This design comes from an exercise in tuning for small area, a short achievable clock period and few clock cycles per item on the open sky130 flow, not from production work.
Where RTL was checked, it was by simulation tests only, not by an equivalence proof against the original.

// btc_sha256d
module btc_sha256d(
    input clk,
    input rst_n,
    input start,
    input [639:0] header,
    output done,
    output [255:0] hash
    );
Size in the first run: about 900 I/O pins, roughly 56000 um2 of cells after synthesis.
clock: 12.0 ns
lec_check: 0
abc_area: 1
cap_margin: 20
core_margin: 2
core_utilization: 45
cts_cluster_diameter: 120
cts_cluster_size: 20
slew_margin: 20
standard.sh (not shown) runs the stock make flow with config.mk's settings and CLKGATE_MAP_FILE= SYNTH_SCRIPT=/design/flow/synth_recipe.tcl, a recipe that flattens the netlist after the stock synthesis.
==> flow/flow/run.sh <==
#!/bin/bash
set -euo pipefail
MARGIN=${MARGIN:-8}
bash standard.sh \
  SETUP_SLACK_MARGIN=$MARGIN \
  "BUFFER_PORTS_ARGS=-buffer_cell sky130_fd_sc_hd__buf_1" \
  finish > flow_make.log 2>&1
The first run finished clean.
Testbench counts at the start, summed over its fixed seeds: cycles 9,936, hashes 48.
Change:
--- a/flow/flow/run.sh
+++ b/flow/flow/run.sh
@@ -2,3 +2,3 @@
 set -euo pipefail
-MARGIN=${MARGIN:-8}
+MARGIN=${MARGIN:-7.5}
 bash standard.sh \
Settings changed: ABC_AREA 1 to default, CTS_CLUSTER_SIZE 20 to 24.
Count of clock-buffer cells in the layout is lower by 10.
Clock skew goes down by 0.0066 ns.
Maximum frequency shrinks by 9.2%.
Setup slack got worse by 0.45 ns.
Cell area is lower by 8.3%.
Hold slack gains 0.0055 ns.
Change:
--- a/flow/flow/run.sh
+++ b/flow/flow/run.sh
@@ -2,3 +2,3 @@
 set -euo pipefail
-MARGIN=${MARGIN:-7.5}
+MARGIN=${MARGIN:-7.75}
 bash standard.sh \
Settings changed: ABC_AREA from default to 1, CTS_CLUSTER_SIZE 24 to 20, PLACE_DENSITY from default to 0.65.
=> Routed wire length came out higher by 8.3%. Final area came out higher by 3.1%. Register-to-register slack improves by 0.48 ns. Hold slack degrades by 0.0036 ns. Die area climbs by 3.9%. Critical path depth came out lower by 4. Global-route usage came out higher by 2.4 points.
Change:
Settings changed: CORE_UTILIZATION 45 to 40, PLACE_DENSITY 0.65 to default.
=> Routed wire length increases by 2.7%; cell area increases by 1.5%; count of clock-buffer cells in the layout decreases by 1; hold slack hardly moves.
Change:
--- a/flow/flow/run.sh
+++ b/flow/flow/run.sh
@@ -2,3 +2,3 @@
 set -euo pipefail
-MARGIN=${MARGIN:-7.75}
+MARGIN=${MARGIN:-7.5}
 bash standard.sh \
Settings changed: CORE_UTILIZATION 40 to 45.
Effect:
- wire length goes down by 2.1%
- non-clock buffer count goes down by 71
- via count goes up by 0.75%
Change:
--- a/flow/flow/run.sh
+++ b/flow/flow/run.sh
@@ -2,3 +2,3 @@
 set -euo pipefail
-MARGIN=${MARGIN:-7.5}
+MARGIN=${MARGIN:-7.25}
 bash standard.sh \
=>
- setup slack gets worse by 0.25 ns
- die area is unchanged
- core utilization decreases by 0.88 points
- global-route usage decreases by 0.17 points
- synthesized cell count does not change
- clock-buffer cell count is unchanged
- flip-flop and latch count stays the same
- area after synthesis does not change

Another version of the RTL of btc_sha256d (not shown whole).
Size in the first run: roughly 5,600 cells after synthesis, about 900 I/O pins, ~53,000 um2 of cells after synthesis.
clock: 12.0 ns
lec_check: 0
cap_margin: 20
core_margin: 2
core_utilization: 45
cts_cluster_diameter: 120
cts_cluster_size: 24
slew_margin: 20
==> flow/flow/run.sh <==
#!/bin/bash
set -euo pipefail
MARGIN=${MARGIN:-8.5}
bash standard.sh \
  SETUP_SLACK_MARGIN=$MARGIN \
  "BUFFER_PORTS_ARGS=-buffer_cell sky130_fd_sc_hd__buf_1" \
  finish > flow_make.log 2>&1
The starting point passed the timing, design-rule and antenna checks.
Testbench counts at the start, summed over its fixed seeds: cycles 9,936, hashes 48.
Edit:
==> flow/flow/run.sh (replaced) <==
#!/bin/bash
set -euo pipefail
MARGIN=${MARGIN:-8}
bash standard.sh \
  SETUP_SLACK_MARGIN=$MARGIN \
  "BUFFER_PORTS_ARGS=-buffer_cell sky130_fd_sc_hd__buf_1" \
  finish > flow_make.log 2>&1
ABC_AREA = 1   (was not set)
Final cell count came out higher by about a fifth.
Non-clock buffer count drops by 309.
Routed wire length grows by a few percent.
Edit:
--- a/flow/flow/run.sh
+++ b/flow/flow/run.sh
@@ -1,5 +1,5 @@
 #!/bin/bash
 set -euo pipefail
-MARGIN=${MARGIN:-8}
+MARGIN=${MARGIN:-7.5}
 bash standard.sh \
   SETUP_SLACK_MARGIN=$MARGIN \
ABC_AREA = not set   (was 1)
CORE_UTILIZATION = 38   (was 45)
Outcome: The changed run passed the timing, design-rule and antenna checks. Hold slack gets better by 3.3 ps. Register-to-register slack is worse by 210 ps.

## job 8411
btc_sha256d again, from the RTL that the note above started with.
Settings: LEC_CHECK=0, CAP_MARGIN=20, CORE_MARGIN=2, CORE_UTILIZATION=55, CTS_CLUSTER_DIAMETER=120, CTS_CLUSTER_SIZE=24, SLEW_MARGIN=20; clock period 12.0 ns.
==> flow/flow/run.sh <==
#!/bin/bash
set -euo pipefail
MARGIN=${MARGIN:-7.5}
bash standard.sh \
  SETUP_SLACK_MARGIN=$MARGIN \
  "BUFFER_PORTS_ARGS=-buffer_cell sky130_fd_sc_hd__buf_1" \
  finish > flow_make.log 2>&1
Testbench counts of job 8411, summed over its fixed seeds: cycles 9,936, hashes 48.
Modified inputs, job 9463 compared to job 8411
# job 8411
export LEC_CHECK = 0
export CAP_MARGIN = 20
export CORE_MARGIN = 2
export CORE_UTILIZATION = 55
export CTS_CLUSTER_DIAMETER = 120
export CTS_CLUSTER_SIZE = 24
export SLEW_MARGIN = 20
create_clock -name core_clock -period 12.0 [get_ports {clk}]
# job 9463
export LEC_CHECK = 0
export CAP_MARGIN = 20
export CORE_MARGIN = 2
export CORE_UTILIZATION = 45
export CTS_CLUSTER_DIAMETER = 120
export CTS_CLUSTER_SIZE = 24
export SLEW_MARGIN = 20
create_clock -name core_clock -period 12.0 [get_ports {clk}]
diff --git a/flow/flow/run.sh b/flow/flow/run.sh
--- a/flow/flow/run.sh
+++ b/flow/flow/run.sh
@@ -3 +3 @@
-MARGIN=${MARGIN:-7.5}
+MARGIN=${MARGIN:-8}
Findings:
[compare] base=job 8411 new=job 9463: core utilization lower, number of non-clock inverters in the layout rose by 2, cell area rose 2000 um^2.
[job 9463] number of cell instances on the worst register-to-register path fell 4.8% relative to job 8411
Changes observed in job 9463 relative to job 8411: buffers plus inverters on the worst setup path went down 1, largest fanout on the critical path went up 2, met1 routing resource usage after global routing dropped 2.8 points, setup slack after layout shows a reduction of 0.040 ns.
Here is what was changed in the inputs of job 5889 compared with job 9463.
diff --git a/flow/flow/run.sh b/flow/flow/run.sh
--- a/flow/flow/run.sh
+++ b/flow/flow/run.sh
@@ -3 +3 @@
-MARGIN=${MARGIN:-8}
+MARGIN=${MARGIN:-7}
- Looking at the reports, job 9463 completed the entire flow and the layout it produced met the timing, design-rule and antenna checks.
- Job 5889 has completed all stages; timing, DRC and antenna checks passed.
- Going from job 9463 to job 5889, placed wire-length estimate after detailed placement went down about 2.3%.
- Job 5889 reports its startpoint of the worst setup timing path as p[18] while job 9463 reports e[11].
- [compare] base=job 9463 new=job 5889: filler cell count in the final layout saw an increase.

== onyx ==
btc_sha256d again, from the RTL that the note above started with.
Settings: LEC_CHECK=0, ABC_AREA=1, CAP_MARGIN=20, CORE_MARGIN=2, CORE_UTILIZATION=45, CTS_CLUSTER_DIAMETER=120, CTS_CLUSTER_SIZE=20, SLEW_MARGIN=20; clock period 12.0 ns.
==> flow/flow/run.sh <==
#!/bin/bash
set -euo pipefail
MARGIN=${MARGIN:-7}
bash standard.sh \
  SETUP_SLACK_MARGIN=$MARGIN \
  "BUFFER_PORTS_ARGS=-buffer_cell sky130_fd_sc_hd__buf_1" \
  finish > flow_make.log 2>&1
onyx: flow completed, timing, DRC and antenna clean
Testbench counts of onyx, summed over its fixed seeds: cycles 9,936, hashes 48.
> inputs changed (onyx -> quartz)
Settings: PLACE_DENSITY now 0.75, previously not set; CTS_CLUSTER_SIZE now 24, was 20; ABC_AREA no longer set, was 1.
==> flow/flow/run.sh <==
#!/bin/bash
set -euo pipefail
MARGIN=${MARGIN:-7.5}
bash standard.sh \
  SETUP_SLACK_MARGIN=$MARGIN \
  "BUFFER_PORTS_ARGS=-buffer_cell sky130_fd_sc_hd__buf_1" \
  finish > flow_make.log 2>&1
- The flow did not stop early for quartz: all stages ran, and the layout cleared the timing, design-rule and antenna checks.
- Across both runs, starting density of the core was lower for quartz than for onyx.
- Per the comparison of quartz with onyx, portion of the post-synthesis area used by sequential elements grew by 1.6 points; deepest clock path buffer count held steady; placeable core area shrank by 3.5%; cell count shrank by about 16%.
- Cell area after layout: lower on onyx
- Compared with onyx, in quartz fmax went up 16 MHz; number of non-clock inverters dropped 462.
The following lists how ember was set up differently from quartz:
Settings: a deleted PLACE_DENSITY that had been 0.75.
Findings:
Compared with quartz, ember shows a met1 wire length that is about 0.46% lower. Sort ember and quartz by final cycle utilization of the critical path, ascending, and ember comes first. Against quartz, ember comes in 11% lower on number of gates given a new drive strength after cts. Going from quartz to ember, routed wire length went down, maximum frequency went up, post-CTS setup repair buffer count went down, final routed DRC violation total did not really move, setup slack went up. For the final instance area, ember came in 1.5% lower than quartz did.

Setup of old:
btc_sha256d, a different RTL version from the one above (not shown whole).
For scale: roughly 5,200 cells after synthesis, ~1,100 flip-flops, ~900 I/O pins, ~51,000 um^2 of cells after synthesis.
clock: 12.0 ns
lec_check: 0
cap_margin: 20
core_margin: 2
core_utilization: 40
setup_slack_margin: 5
slew_margin: 20
run.sh (not shown) runs the stock make flow with config.mk's settings and CLKGATE_MAP_FILE= SYNTH_SCRIPT=/design/flow/synth_recipe.tcl, a recipe that flattens the netlist after the stock synthesis.
Stock flow here: none of the scripts above is used.
Setup changes, old to new
Settings: a change of CORE_UTILIZATION from 40 to 65.
==> comparison <==
Status: new FAILED at global routing (tool error)
Status: area share of fa/ha/maj cells after synthesis parity (old, new)
Diff old..new | gate count of the mapped netlist | unchanged
Per the comparison of new with old, die boundary width saw a decrease, starting utilization of the core area rose by 26 points, vertical extent of the die fell by 21%.
new -> old: share of async-settable or async-resettable flops after synthesis delta 0, exact match
Number of placed instances with taps included ended up 8.7% lower on new than on old.
The last weighted congestion value of the routability-driven placer in new sits 0.21 above the value recorded for old.
Count of buffers added by post-CTS timing repair for setup came out exactly the same in old and new.
No run of this note included a check of the RTL's function; only the layout flow was run.

==> re-timing with driven ports <==
How much do the figures lean on ideal ports? The routed layouts below were timed once more, with nothing changed but the port constraints. Step 1 assumes that a clkbuf_16 drives the clock port and a buf_2 every other input. Step 2 adds t to the input delays and takes it off the output delays; t is the mean of the earliest and latest rising clock arrival at the registers after step 1. Input paths then give back, and output paths get back, about the clock's delay inside the block. a / b / c = no drivers / after step 1 / after step 2; a / b = the first two.
run | t, ns | slack for setup (ns) | hold WS [ns]
the first run of note 1 | 0.820 | 7.607 / 7.607 / 6.971 | 0.287 / 0.287 / 0.287
the second run of note 1 | 0.798 | 7.161 / 7.161 / 6.721 | 0.293 / 0.293 / 0.293
the third run of note 1 | 0.811 | 7.639 / 7.639 / 6.959 | 0.289 / 0.289 / 0.289
the fourth run of note 1 | 0.791 | 7.680 / 7.680 / 7.006 | 0.290 / 0.290 / 0.290
the fifth run of note 1 | 0.768 | 7.423 / 7.423 / 6.847 | 0.303 / 0.303 / 0.303
the sixth run of note 1 | 0.772 | 7.173 / 7.173 / 6.808 | 0.302 / 0.302 / 0.302
the first run of note 2 | 0.819 | 7.093 / 7.093 / 6.709 | 0.315 / 0.315 / 0.315
the second run of note 2 | 0.809 | 7.510 / 7.520 / 6.752 | 0.296 / 0.296 / 0.296
the third run of note 2 | 0.814 | 7.307 / 7.307 / 6.678 | 0.300 / 0.300 / 0.300
job 8411 | 0.791 | 7.238 / 7.238 / 6.529 | 0.317 / 0.317 / 0.317
job 9463 | 0.811 | 7.198 / 7.198 / 6.872 | 0.318 / 0.318 / 0.318
job 5889 | 0.805 | 6.958 / 6.958 / 6.863 | 0.321 / 0.321 / 0.321
onyx | 0.766 | 6.737 / 6.773 / 6.006 | 0.287 / 0.287 / 0.287
quartz | 0.815 | 7.147 / 7.147 / 6.632 | 0.287 / 0.287 / 0.287
ember | 0.811 | 7.241 / 7.241 / 6.859 | 0.302 / 0.302 / 0.302
old | 0.837 | 5.486 / 5.486 / 5.144 | 0.289 / 0.289 / 0.289
After both steps setup and hold are still met in every run listed. For the second run of note 2, which loses most, drivers alone change the setup slack by +0.010 ns; drivers and shift together by -0.758 ns.
